Context: an optimization exercise on an open-source flow, tuned for small area. The choices shown serve that exercise and are no tape-out recipe. The RTL was checked by simulation tests, not by an equivalence proof against the original design. Power figures rest on the tool's default switching activity, not on a simulated workload.

==> flow/design.v (excerpt) <==
module uButterfly #(
    parameter BITWIDTH = 8,
              BINPUT = 2
) (
    input wire iClk,
    input wire iRstN,
    input wire loadW,
    input wire iClr,
    input wire iReal0,
    input wire iImg0,
    input wire iReal1,
    input wire iImg1,
    input wire [BITWIDTH-1:0] iwReal,
    input wire [BITWIDTH-1:0] iwImg,
    output wire oReal0,
    output wire oImg0,
    output wire oReal1,
    output wire oImg1
);
    reg biZero;
    reg [7:0] wReal, wImg;
    reg [8:0] cntR0, cntR1, cntI0, cntI1;    
    reg [1:0] accScR, accScI, accReq, accIeq;
    reg accR, accI;                           
    reg outR0, outR1, outI0, outI1;
    wire [8:0] selR = iReal1 ? cntR1 : cntR0;
    wire [8:0] selI = iImg1 ? cntI1 : cntI0;
    wire [7:0] randR, randI;
    genvar j;
    generate
        for (j = 0; j < 8; j = j + 1) begin : g_rand
            assign randR[j] = selR[7-j] ^ selR[8-j];
            assign randI[j] = selI[7-j] ^ selI[8-j];
        end
    endgenerate
    wire mRR = (wReal > randR) ^ ~iReal1;    
    wire mRI = (wImg  > randR) ^ ~iReal1;    
    wire mIR = (wReal > randI) ^ ~iImg1;     
  ...
For scale: ~360 cells after synthesis, ~3200 sq um of cells after synthesis.
export LEC_CHECK = 0
export CAP_MARGIN = 20
export CORE_MARGIN = 2
export CORE_UTILIZATION = 40
export GPL_TIMING_DRIVEN = 0
export SLEW_MARGIN = 20
create_clock -name core_clock -period 5.0 [get_ports {iClk}]
standard.sh (not shown) runs the stock make flow with config.mk's settings and CLKGATE_MAP_FILE= SYNTH_SCRIPT=/design/flow/synth_recipe.tcl, a recipe that flattens the netlist after the stock synthesis.
==> flow/flow/run.sh <==
#!/bin/bash
# Layout flow: the standard ORFS flow with three changes that only affect cell area:
#  - synthesis maps with an area-oriented ABC script (flow/area.abc) and without the
#    half/full-adder cells (flow/synth.tcl is synth_recipe.tcl with the ABC script swapped);
#  - ports are buffered with sky130_fd_sc_hd__buf_1 instead of the default delay buffer;
#  - CTS uses small clock buffers and inserts no dummy loads.
# Each tool's output goes to the ORFS logs under orfs/logs/; make's own output to make.log.
set -euo pipefail
W=$(pwd)
RESULTS=$W/orfs/results/$FLOW_PLATFORM/uButterfly/base
export MY_ABC_SCRIPTS="$(ls $W/flow/a*.abc | tr "\n" " ")"
make -C "$FLOW_HOME" DESIGN_CONFIG="$W/config.mk" WORK_HOME="$W/orfs" CLKGATE_MAP_FILE= \
  SYNTH_SCRIPT="$W/flow/synth.tcl" ADDER_MAP_FILE= \
  BUFFER_PORTS_ARGS="-buffer_cell sky130_fd_sc_hd__buf_1" \
  CTS_ARGS="-sink_clustering_enable -sink_clustering_size 70 -sink_clustering_max_diameter 500 -repair_clock_nets -dont_use_dummy_load -buf_list {sky130_fd_sc_hd__clkbuf_4}" \
  finish > "$W/make.log" 2>&1
: # left out here: write the final layout as DEF
==> flow/flow/a0.abc <==
strash
dc2
dch -f
amap
==> flow/flow/a1.abc <==
strash
&get -n
&deepsyn -T 40 -S 1
&put
dch -f
amap -F 50 -A 50
==> flow/flow/a2.abc <==
strash
&get -n
&deepsyn -T 40 -S 2
&put
dch -f
amap -F 50 -A 50
==> flow/flow/a3.abc <==
strash
&get -n
&deepsyn -T 40 -S 3
&put
dch -f
amap -F 50 -A 50
==> flow/flow/a4.abc <==
strash
&get -n
&deepsyn -T 40 -S 4
&put
dch -f
amap -F 50 -A 50
==> flow/flow/synth.tcl <==
# The standard synthesis script (synth_recipe.tcl), except for ABC: each ABC script in
# MY_ABC_SCRIPTS maps the same netlist, and the mapping with the smallest cell area is kept.
# Every candidate's area goes to the synthesis log.
proc synth {args} { yosys synth -nofsm -noshare {*}$args }
proc abc {args} {
  set i [lsearch -exact $args -script]
  set lib [lindex $args [expr {[lsearch -exact $args -liberty] + 1}]]
  if {$i < 0 || ![info exists ::env(MY_ABC_SCRIPTS)]} {
    yosys abc {*}$args
    return
  }
  yosys design -save my_pre_abc
  set best ""
  set best_area 1e18
  set k 0
  foreach script $::env(MY_ABC_SCRIPTS) {
    yosys design -load my_pre_abc
    lset args [expr {$i + 1}] $script
    yosys abc {*}$args
    yosys tee -q -o $::env(OBJECTS_DIR)/my_abc_stat_$k.txt stat -liberty $lib
    set f [open $::env(OBJECTS_DIR)/my_abc_stat_$k.txt]
    set text [read $f]
    close $f
    regexp {Chip area for module[^:]*: *([0-9.]+)} $text -> area
    puts "MY_ABC candidate $k [file tail $script]: area $area"
    if {$area < $best_area} {
      set best_area $area
      set best $k
    }
    yosys design -save my_abc_$k
    incr k
  }
  puts "MY_ABC best candidate $best: area $best_area"
  yosys design -load my_abc_$best
}
source $::env(SCRIPTS_DIR)/synth.tcl
# left out here: clear keep_hierarchy, flatten, clean up, hide names made inside functions, write 1_2_yosys.v
Next try:
--- a/flow/flow/run.sh
+++ b/flow/flow/run.sh
@@ -11 +11 @@
-export MY_ABC_SCRIPTS="$(ls $W/flow/a*.abc | tr "\n" " ")"
+export MY_ABC_SCRIPT=$W/flow/area.abc
==> flow/flow/area.abc (new file) <==
strash
&get -n
&deepsyn -T 60
&put
dch -f
amap -F 50 -A 50
==> flow/flow/synth.tcl (replaced) <==
# The standard synthesis script, with the ABC mapping script replaced by MY_ABC_SCRIPT
proc synth {args} { yosys synth -nofsm -noshare {*}$args }
proc abc {args} {
  set i [lsearch -exact $args -script]
  if {$i >= 0 && [info exists ::env(MY_ABC_SCRIPT)]} {
    lset args [expr {$i + 1}] $::env(MY_ABC_SCRIPT)
  }
  yosys abc {*}$args
}
source $::env(SCRIPTS_DIR)/synth.tcl
# left out here: clear keep_hierarchy, flatten, clean up, hide names made inside functions, write 1_2_yosys.v
removed: flow/flow/a0.abc
removed: flow/flow/a1.abc
removed: flow/flow/a2.abc
removed: flow/flow/a3.abc
removed: flow/flow/a4.abc
The new run completed without violations. Global-route usage is higher by 0.53 points. Non-clock buffer count is unchanged. Routed wire length climbs by a few percent. Final area came out lower slightly. Clock-buffer cell count does not change. Fmax is lower by a few percent. Hold slack is worse by 0.028 ns.

---

Starting RTL as in the previous note.
export LEC_CHECK = 0
export CAP_MARGIN = 20
export CORE_MARGIN = 2
export CORE_UTILIZATION = 40
export GPL_TIMING_DRIVEN = 0
export SLEW_MARGIN = 20
create_clock -name core_clock -period 5.0 [get_ports {iClk}]
==> flow/flow/run.sh <==
#!/bin/bash
# Layout flow: the standard ORFS flow with three changes that only affect cell area:
#  - synthesis maps with an area-oriented ABC script (flow/area.abc) and without the
#    half/full-adder cells (flow/synth.tcl is synth_recipe.tcl with the ABC script swapped);
#  - ports are buffered with sky130_fd_sc_hd__buf_1 instead of the default delay buffer;
#  - CTS uses small clock buffers and inserts no dummy loads.
# Each tool's output goes to the ORFS logs under orfs/logs/; make's own output to make.log.
set -euo pipefail
W=$(pwd)
RESULTS=$W/orfs/results/$FLOW_PLATFORM/uButterfly/base
export MY_ABC_SCRIPT=$W/flow/area.abc
make -C "$FLOW_HOME" DESIGN_CONFIG="$W/config.mk" WORK_HOME="$W/orfs" CLKGATE_MAP_FILE= \
  SYNTH_SCRIPT="$W/flow/synth.tcl" ADDER_MAP_FILE= \
  BUFFER_PORTS_ARGS="-buffer_cell sky130_fd_sc_hd__buf_1" \
  CTS_ARGS="-sink_clustering_enable -repair_clock_nets -dont_use_dummy_load -sink_clustering_size 40 -sink_clustering_max_diameter 200 -buf_list {sky130_fd_sc_hd__clkbuf_8 sky130_fd_sc_hd__clkbuf_16}" \
  finish > "$W/make.log" 2>&1
: # left out here: write the final layout as DEF
==> flow/flow/area.abc <==
strash
&get -n
&deepsyn -T 60
&put
dch -f
amap -F 50 -A 50
==> flow/flow/synth.tcl <==
# The standard synthesis script, with the ABC mapping script replaced by MY_ABC_SCRIPT
proc synth {args} { yosys synth -nofsm -noshare {*}$args }
proc abc {args} {
  set i [lsearch -exact $args -script]
  if {$i >= 0 && [info exists ::env(MY_ABC_SCRIPT)]} {
    lset args [expr {$i + 1}] $::env(MY_ABC_SCRIPT)
  }
  yosys abc {*}$args
}
source $::env(SCRIPTS_DIR)/synth.tcl
# left out here: clear keep_hierarchy, flatten, clean up, hide names made inside functions, write 1_2_yosys.v
Next try:
--- a/flow/flow/run.sh
+++ b/flow/flow/run.sh
@@ -14,3 +14,3 @@
   BUFFER_PORTS_ARGS="-buffer_cell sky130_fd_sc_hd__buf_1" \
-  CTS_ARGS="-sink_clustering_enable -repair_clock_nets -dont_use_dummy_load -sink_clustering_size 40 -sink_clustering_max_diameter 200 -buf_list {sky130_fd_sc_hd__clkbuf_8 sky130_fd_sc_hd__clkbuf_16}" \
+  CTS_ARGS="-repair_clock_nets -dont_use_dummy_load -buf_list {sky130_fd_sc_hd__clkbuf_16}" \
   finish > "$W/make.log" 2>&1
Outcome:
- via count went up by 1.0%
- sequential power barely changes
- fmax went up by 0.77%
- sequential share of layout area went down by 1.3 points
- cell area went up by 2.8%
- routed wire length went up by 0.62%
- power went up by 14%
- setup slack is better by 0.034 ns
Next try:
--- a/flow/flow/run.sh
+++ b/flow/flow/run.sh
@@ -10,3 +10,3 @@
 RESULTS=$W/orfs/results/$FLOW_PLATFORM/uButterfly/base
-export MY_ABC_SCRIPT=$W/flow/area.abc
+export MY_ABC_SCRIPTS="$(ls $W/flow/a*.abc | tr "\n" " ")"
 make -C "$FLOW_HOME" DESIGN_CONFIG="$W/config.mk" WORK_HOME="$W/orfs" CLKGATE_MAP_FILE= \
@@ -14,3 +14,3 @@
   BUFFER_PORTS_ARGS="-buffer_cell sky130_fd_sc_hd__buf_1" \
-  CTS_ARGS="-repair_clock_nets -dont_use_dummy_load -buf_list {sky130_fd_sc_hd__clkbuf_16}" \
+  CTS_ARGS="-sink_clustering_enable -sink_clustering_size 70 -sink_clustering_max_diameter 500 -repair_clock_nets -dont_use_dummy_load -buf_list {sky130_fd_sc_hd__clkbuf_4}" \
   finish > "$W/make.log" 2>&1
==> flow/flow/a0.abc (new file) <==
strash
dc2
dch -f
amap
==> flow/flow/a1.abc (new file) <==
strash
&get -n
&deepsyn -T 40 -S 1
&put
dch -f
amap -F 50 -A 50
==> flow/flow/a2.abc (new file) <==
strash
&get -n
&deepsyn -T 40 -S 2
&put
dch -f
amap -F 50 -A 50
==> flow/flow/a3.abc (new file) <==
strash
&get -n
&deepsyn -T 40 -S 3
&put
dch -f
amap -F 50 -A 50
==> flow/flow/a4.abc (new file) <==
strash
&get -n
&deepsyn -T 40 -S 4
&put
dch -f
amap -F 50 -A 50
==> flow/flow/synth.tcl (replaced) <==
# The standard synthesis script (synth_recipe.tcl), except for ABC: each ABC script in
# MY_ABC_SCRIPTS maps the same netlist, and the mapping with the smallest cell area is kept.
# Every candidate's area goes to the synthesis log.
proc synth {args} { yosys synth -nofsm -noshare {*}$args }
proc abc {args} {
  set i [lsearch -exact $args -script]
  set lib [lindex $args [expr {[lsearch -exact $args -liberty] + 1}]]
  if {$i < 0 || ![info exists ::env(MY_ABC_SCRIPTS)]} {
    yosys abc {*}$args
    return
  }
  yosys design -save my_pre_abc
  set best ""
  set best_area 1e18
  set k 0
  foreach script $::env(MY_ABC_SCRIPTS) {
    yosys design -load my_pre_abc
    lset args [expr {$i + 1}] $script
    yosys abc {*}$args
    yosys tee -q -o $::env(OBJECTS_DIR)/my_abc_stat_$k.txt stat -liberty $lib
    set f [open $::env(OBJECTS_DIR)/my_abc_stat_$k.txt]
    set text [read $f]
    close $f
    regexp {Chip area for module[^:]*: *([0-9.]+)} $text -> area
    puts "MY_ABC candidate $k [file tail $script]: area $area"
    if {$area < $best_area} {
      set best_area $area
      set best $k
    }
    yosys design -save my_abc_$k
    incr k
  }
  puts "MY_ABC best candidate $best: area $best_area"
  yosys design -load my_abc_$best
}
source $::env(SCRIPTS_DIR)/synth.tcl
# left out here: clear keep_hierarchy, flatten, clean up, hide names made inside functions, write 1_2_yosys.v
CAP_MARGIN = 0   (was 20)
CORE_UTILIZATION = 60   (was 40)
SLEW_MARGIN = 0   (was 20)
removed: flow/flow/area.abc
=>
- final area came out lower by 5.7%
- clock skew rises by 0.018 ns
- core utilization climbs by 20 points
- non-clock buffer count goes down by 1
- power is lower by 20%
- worst setup slack gains 0.21 ns
- clock-buffer cell count is unchanged
Next try:
==> flow/flow/run.sh (replaced) <==
#!/bin/bash
# Layout flow: the standard ORFS flow with changes that only affect cell area:
#  - synthesis is synth_recipe.tcl, except that ABC maps the netlist once with each script
#    flow/a*.abc (area-oriented: deepsyn with a few seeds, then amap) and the smallest
#    mapping is kept (flow/synth.tcl); no half/full-adder cells (ADDER_MAP_FILE empty);
#  - ports are buffered with sky130_fd_sc_hd__buf_1 instead of the default delay buffer,
#    the reset port with a buf_4 (flow/pre_resize.tcl);
#  - CTS uses clkbuf_4 and inserts no dummy loads.
# Each tool's output goes to the ORFS logs under orfs/logs/; make's own output to make.log.
set -euo pipefail
W=$(pwd)
RESULTS=$W/orfs/results/$FLOW_PLATFORM/uButterfly/base
export MY_ABC_SCRIPTS="$(ls $W/flow/a*.abc | tr "\n" " ")"
make -C "$FLOW_HOME" DESIGN_CONFIG="$W/config.mk" WORK_HOME="$W/orfs" CLKGATE_MAP_FILE= \
  SYNTH_SCRIPT="$W/flow/synth.tcl" ADDER_MAP_FILE= \
  PRE_RESIZE_TCL="$W/flow/pre_resize.tcl" \
  BUFFER_PORTS_ARGS="-buffer_cell sky130_fd_sc_hd__buf_1" \
  CTS_ARGS="-sink_clustering_enable -sink_clustering_size 70 -sink_clustering_max_diameter 500 -repair_clock_nets -dont_use_dummy_load -buf_list {sky130_fd_sc_hd__clkbuf_4}" \
  finish > "$W/make.log" 2>&1
: # left out here: write the final layout as DEF
==> flow/flow/a2.abc (replaced) <==
strash
&get -n
&deepsyn -T 60 -S 0
&put
dch -f
amap -F 50 -A 50
==> flow/flow/a3.abc (replaced) <==
strash
&get -n
&deepsyn -T 60 -S 6
&put
dch -f
amap -F 50 -A 50
==> flow/flow/pre_resize.tcl (new file) <==
# The reset port's buffer drives the reset pin of every flip-flop. Give it a buf_4, whose
# max capacitance covers that load, so repair_design adds no extra buffer to the net.
set rst_net [get_nets -of_objects [get_ports iRstN]]
foreach pin [get_pins -of_objects $rst_net -filter "direction == input"] {
  set inst [get_cells -of_objects $pin]
  puts "pre_resize: [get_full_name $inst] ([get_property $inst ref_name]) -> sky130_fd_sc_hd__buf_4"
  replace_cell $inst sky130_fd_sc_hd__buf_4
}
--- a/flow/flow/synth.tcl
+++ b/flow/flow/synth.tcl
@@ -18,3 +18,7 @@
     lset args [expr {$i + 1}] $script
-    yosys abc {*}$args
+    if {[catch {yosys abc {*}$args} err]} {
+      puts "MY_ABC candidate $k [file tail $script]: failed: $err"
+      incr k
+      continue
+    }
     yosys tee -q -o $::env(OBJECTS_DIR)/my_abc_stat_$k.txt stat -liberty $lib
@@ -32,2 +36,3 @@
   }
+  if {$best eq ""} { error "MY_ABC: every ABC candidate failed" }
   puts "MY_ABC best candidate $best: area $best_area"
removed: flow/flow/a4.abc
The changed run aborted during placement repair (3_4_place_resized) with STA-0100.
Synthesized area went down by 0.55%.
Synthesized cell count does not change.

[re-timing with driven ports]
Ports are ideal in the flow. The routed layouts listed here were re-timed in OpenROAD.
Step 1 (the two cells are an assumption about what drives the block):
set clk [get_ports {iClk}]
set_driving_cell -lib_cell sky130_fd_sc_hd__clkbuf_16 $clk
set_driving_cell -lib_cell sky130_fd_sc_hd__buf_2 [delete_from_list [all_inputs] $clk]
Step 2, shift: input delay + t, output delay - t, t = (earliest + latest rising clock arrival at the registers) / 2. This alone moves slack from input paths to output paths.
a / b / c = no drivers / after step 1 / after step 2; a / b = the first two.
| run | t (ns) | setup WS [ns] | cell pins on the clock port's net |
|---|---|---|---|
| the first run of note 1 | 0.422 | 0.727 / 0.729 / 0.307 | 1 |
| the second run of note 1 | 0.415 | 0.539 / 0.541 / 0.126 | 1 |
| the first run of note 2 | 0.355 | 0.518 / 0.525 / 0.170 | 1 |
| the second run of note 2 | 0.348 | 0.553 / 0.562 / 0.215 | 1 |
| the third run of note 2 | 0.410 | 0.758 / 0.759 / 0.348 | 1 |
After both steps setup and hold are still met in every run listed. For the first run of note 1, which loses most, drivers alone change the setup slack by +0.002 ns; drivers and shift together by -0.420 ns.
